Source: an optimization exercise on an open RTL-to-GDS flow (aim: small area and a short achievable clock period). Production flows keep margins and buffers that such runs may drop. No functional check of the RTL was part of any run shown here.

==> flow/design.v (outline; a module is shown in full before it is edited, if it fits) <==
// module ab: 92 lines
// module ab_add8: 32 lines
// module ab_sel16: 7 lines
// module cpu: 821 lines
module cpu( 
    input clk,                           
    input RST,                           
    output [23:0] AB,                    
    output sync,                         
    input [7:0] DI,                      
    output reg [7:0] DO,                 
    output WE,                           
    input IRQ,                           
    input NMI,                           
    input RDY,                           
    input debug );
  // ...
==> flow/run.sh <==
#!/bin/bash
# synth_recipe.tcl (not shown) runs the flow's synth.tcl, then flattens the netlist and writes it again
# the make line also repeats each setting of config.mk as NAME=value (left out here)
make -C /OpenROAD-flow-scripts/flow DESIGN_CONFIG=/design/flow/config.mk WORK_HOME=/design/flow/orfs CLKGATE_MAP_FILE= SYNTH_SCRIPT=/design/flow/synth_recipe.tcl finish
==> flow/config.mk <==
export PLATFORM = sky130hd
export DESIGN_NAME = cpu
export DESIGN_NICKNAME = cpu
export VERILOG_FILES = /design/flow/design.v
export SDC_FILE = /design/flow/constraint.sdc
export NUM_CORES = 4
export LEC_CHECK = 0
export ABC_AREA = 1
export CAP_MARGIN = 20
export CORE_MARGIN = 2
export CORE_UTILIZATION = 40
export CTS_BUF_LIST = sky130_fd_sc_hd__clkbuf_8
export PLACE_DENSITY = 0.6
export SETUP_SLACK_MARGIN = 4
export SLEW_MARGIN = 20
==> flow/constraint.sdc <==
create_clock -name core_clock -period 11.0 [get_ports {clk}]
set_input_delay 2.2000 -clock core_clock [delete_from_list [all_inputs] [get_ports {clk}]]
set_output_delay 2.2000 -clock core_clock [all_outputs]
set_load 0.01 [all_outputs]
==> key figures, run 1 <==
Run status
  • Status: no timing/DRC/antenna violations

Place
  • Gpl congestion: about 1
  • Placed Cells: 4255
  • Number of port buffers: 43

Timing
  • Period utilisation layout: about 63%
  • Final Skew: roughly 0.066 ns
  • WHS: about 0.46 ns
  • Relative slew margins: between 30% and 40%

Floorplanning
  • I/O pin total: 48
  • Row Count: 87
  • Die Y: around 240 um

Global route
  • First-pass GRT wire length: 137000 um
  • Total track usage: between 20% and 30%

Yosys
  • Post-synthesis simple-gate area fraction: 34.4%
  • Largest area contributor in the synthesized netlist: edfxtp_1
  • Flops & latches, synth: roughly 220

CTS
  • Setup bufs post-CTS: 32
  • Clk pin slew, worst setup/hold paths: 0.05 ns
  • Clock latency (worst-skew pair): 0.65 ns

Layout
  • Seq area share: 22.6%
  • Biggest Area Class: multi-input combinational cells
  • Seq_cells: between 200 and 250

Drt
  • DR WL/cell: 20.4 um
  • Iteration-0 DRC Markers: ~2600
  • Number of routed nets with antenna violations: 0

Critical path
  • Critical path class: primary input to primary output
  • Reg-to-Reg End: Z$_DFFE_PP_
==> inputs of run 2 (changes only) <==
--- a/flow/config.mk
+++ b/flow/config.mk
@@ -13,3 +13,4 @@
 export PLACE_DENSITY = 0.6
 export SETUP_SLACK_MARGIN = 4
 export SLEW_MARGIN = 20
+export SYNTH_HIERARCHICAL = 1
==> key figures, run 2 <==
Run status
  • Status: no timing/DRC/antenna violations

Timing
  • Fin. Hold Viols: 0
  • # setup viols final: 0
  • WHS: 0.473 ns (+0.00910 ns)
  • Setup slack after layout: 4.15 ns
  • Min Clock Period, post-route: 6.85 ns
  • RSZ-0062 raised after global routing: true
  • Period utilisation layout: 62.3% (-1.1 points)
  • Maximum clock frequency: 0.146 GHz
  • Relative slew margins: 28.8% (-9.1 points)
  • Final Skew: 0.0484 ns (-0.0181 ns)
  • Tightest Pin Transition: between 1 and 1.5 ns
  • Max Slew Vio Count: 0
  • Setup tns final: 0 ns

Yosys
  • Post-synthesis simple-gate area fraction: 34.4% (+0.079 points)
  • Share of the synthesized area in the top cell type: between 15 and 20%
  • Flops & latches, synth: 218 (unchanged)
  • Area contributors post-synth: edfxtp_1 18%, nand2_1 16%, ha_1 7.4%
  • Distinct cells, synth: 85
  • Async set-reset flop share out of synthesis: 0%
  • Top-count cell post-synth: nand2_1
  • Largest family of logic cells by synthesized area: simple AND/OR/NAND/NOR gates
  • Top cells by count, synth: 1040 x nand2_1, 418 x inv_1, 377 x nor2_1
  • Post-Synthesis Cells: between 3000 and 4000
  • YS warnings: 9
  • Number of synthesized flops with an enable pin: approximately 140
  • Proportion of synthesized area in mux cells: less than 1%
  • Synth Area in Adders: 7.89%
  • Mean post-synth cell area: ~6.4 um^2
  • Largest area contributor in the synthesized netlist: edfxtp_1
  • XOR/XNOR Fraction of Synth Area: under 10%
  • Cell Area, Synth: approximately 24000 um^2
  • Top FF cell, synth: edfxtp_1
  • Syn nets: between 3000 and 4000
  • Synth Area in Compound Gates: around a fifth
  • Sequential fraction of the synthesis area: 24.4%

Floorplanning
  • Row Count: 89 (+2.3%)
  • Die area: roughly 61000 um^2
  • Die X: about 250 um
  • I/O pin total: 48 (unchanged)
  • Core Footprint: 58800 um^2
  • Starting density of the core: about 40%
  • Die Y: 248 um (+2.4%)

Global route
  • GR Overflow Total: 0
  • Met3 Track Usage GR: a little over 4%
  • Antenna violations before repair: 1
  • First-pass GRT wire length: 138000 um (+0.84%)
  • Total track usage: 29.2% (-0.55 points)
  • Gr busiest metal: met2
  • Vias in the first global route: between 20000 and 25000
  • Met1 usage in global routing: about 41%
  • Met2 Use GR: 44.9%
  • Largest net degree at the start of global routing: between 40 and 50

Critical path
  • Setup crit end kind: primary output
  • Critical Path AT: 4.65 ns
  • Most Frequent Cell on Critical Path: nand2_1
  • Slowest-stage cell, CP: clkdlybuf4s50_1
  • CP Max Fanout: 10
  • Worst path max stage delay: ~0.56 ns
  • Critical path class: primary input to primary output
  • CP Cell Sequence: clkdlybuf4s50_1 -> buf_4 -> inv_1 -> ha_1 -> inv_2 -> nand2_1 -> nand2_1 -> inv_1 -> nand2_2 -> nand2_1 -> nand2_4 -> buf_12 -> nand2_1 -> nand2_2 -> clkdlybuf4s50_1
  • Worst Setup Start Kind: primary input
  • Crit path required time: slightly below 9 ns

CTS
  • H-tree lvl count: 2
  • CTS root buf: clkbuf_8
  • CTS Buf Count: 40
  • CTS tree: yes
  • Clock latency (worst-skew pair): 0.63 ns (-0.02 ns)
  • Clk pin slew, worst setup/hold paths: 0.06 ns (about the same)
  • Total clock sinks: roughly 220
  • CTS Buffer Depth: 3

Layout
  • Post-layout instance area: about 26000 um^2
  • Commonest non-fill, non-tap cell in the layout: nand2_1
  • Nets@finish: just under 4000
  • Layout area overhead: 10.0%
  • Ratio of cells with drive above 1 in the final layout: just under 10%
  • Most frequent cells in the layout: 1021 x nand2_1, 426 x inv_1, 372 x nor2_1

Worst hold path
  • HP Class: flop to flop

Drt
  • DR WL/cell: 20.1 um (-1.7%)
  • Vias per cell: 5.68
  • Iteration-0 DRC Markers: 2722 (+5.4%)
  • Number of routed nets with antenna violations: 0 (unchanged)
  • DRT Wirelength: roughly 91000 um
  • DRC Markers: 0
  • DR pass1 iterations: 6
  • Vias: approximately 26000

Place
  • Number of port buffers: 43 (unchanged)
  • Dpl hpwl: 67800 um
  • Placement Setup Slack: 2.97 ns
  • Area post-placement: 24700 um^2
  • Gpl congestion: 0.970 (-1.5%)

Run
  • # Max-Cap Violations: 0
[run 2: layout make-up]
class                      instances  area [um^2]
fill                            6342        32700
sequential                       218         5810
clock inverter                    23          154
timing repair inverter             3         22.5
timing repair buffer              96          997
tap                              773          967
antenna                            2         5.00
multi-input combinational       2901        15700
clock buffer                      48          661
inverter                         473         1810
[run 2: Yosys stat by module (local to each module, per instance)]
module | flip-flops and latches | cells inside | cell area (um^2) | copies in the design
ab_add8 | 0 | 110 | 677 | 1
ab_sel16 | 0 | 52 | 244 | 1
cpu | 218 | 2632 | 17900 | 1
ab | 0 | 937 | 4930 | 1
[run 2: per-stage QoR]
step                      instances  util (%)
after detailed placement       4442      42.0
after floorplan                3731         -
after global routing           4536      44.4
after global placement         4441      42.0
final                          4537      44.4
after CTS                      4526      44.0
[run 2: what timing repair did]
action                                  4_1_cts  5_1_grt
setup buffers                                 8        9
resized for setup                            80       61
hold buffers                                  0        0
endpoints found under the setup margin       34       53
pin swaps                                     3        5
gates cloned                                  5        0
[run 2: final timing paths]
check,startpoint,end,slack [ns],cells past startpoint
max,DI[3],AB[9],4.15,15
min,PREFIX[1]$_SDFFE_PP0P_,PREFIX[1]$_SDFFE_PP0P_,0.47,2
min reg2reg,PREFIX[1]$_SDFFE_PP0P_,PREFIX[1]$_SDFFE_PP0P_,0.47,2
max reg2reg,OP[4]$_DFF_P_,Z$_DFFE_PP_,4.38,31
[run 2: worst max-delay path: cells and delay by family]
kind / cells / cell delay [ns]
fa+ha+maj: 1 / 0.18
buf+inv: 7 / 1.58
simple gates: 7 / 0.67
[run 2: per-layer routing]
metal  vias up  wire length [um]
met5         -                 0
met4         0              3870
met3       191              8010
met2      1209             39200
met1     11900             40000
li1      12500                 -
[run 2: logic make-up (layout without fill, tap and decap cells)]
family | Yosys count | in the layout
AOI/OAI and AO/OA | 799 | 799
buffers and inverters | 612 | 643
DFF | 218 | 218
adders and majority gates | 146 | 146
xor gates and xnor gates | 74 | 74
muxes | 1 | 1
other | 0 | 2
and+or+nand+nor | 1881 | 1881

port drivers added, routing unchanged:
Ports are ideal in the flow. The routed layouts listed here were re-timed in OpenROAD.
Step 1 assumes that a clkbuf_16 drives the clock port and a buf_2 every other input.
Step 2 times the ports against the registers' clock, not the clock port: input delays grow and output delays shrink by t, the midpoint of the rising clock arrivals with the driver on.
a / b / c = no drivers / after step 1 / after step 2; a / b = the first two.
run	t, ns	setup WS [ns]	worst setup path at the end	slew at the worst register clock pin (ns)	pins driven straight from the clock port
run 1	0.675	4.032 / 4.006 / 4.006	input to output	0.07 / 0.07	1
run 2	0.661	4.151 / 4.118 / 4.118	input to output	0.07 / 0.07	1
After both steps setup and hold are still met in every run listed. The setup slack of run 2, which loses most, moves by -0.033 ns with the drivers and by -0.033 ns with both steps.
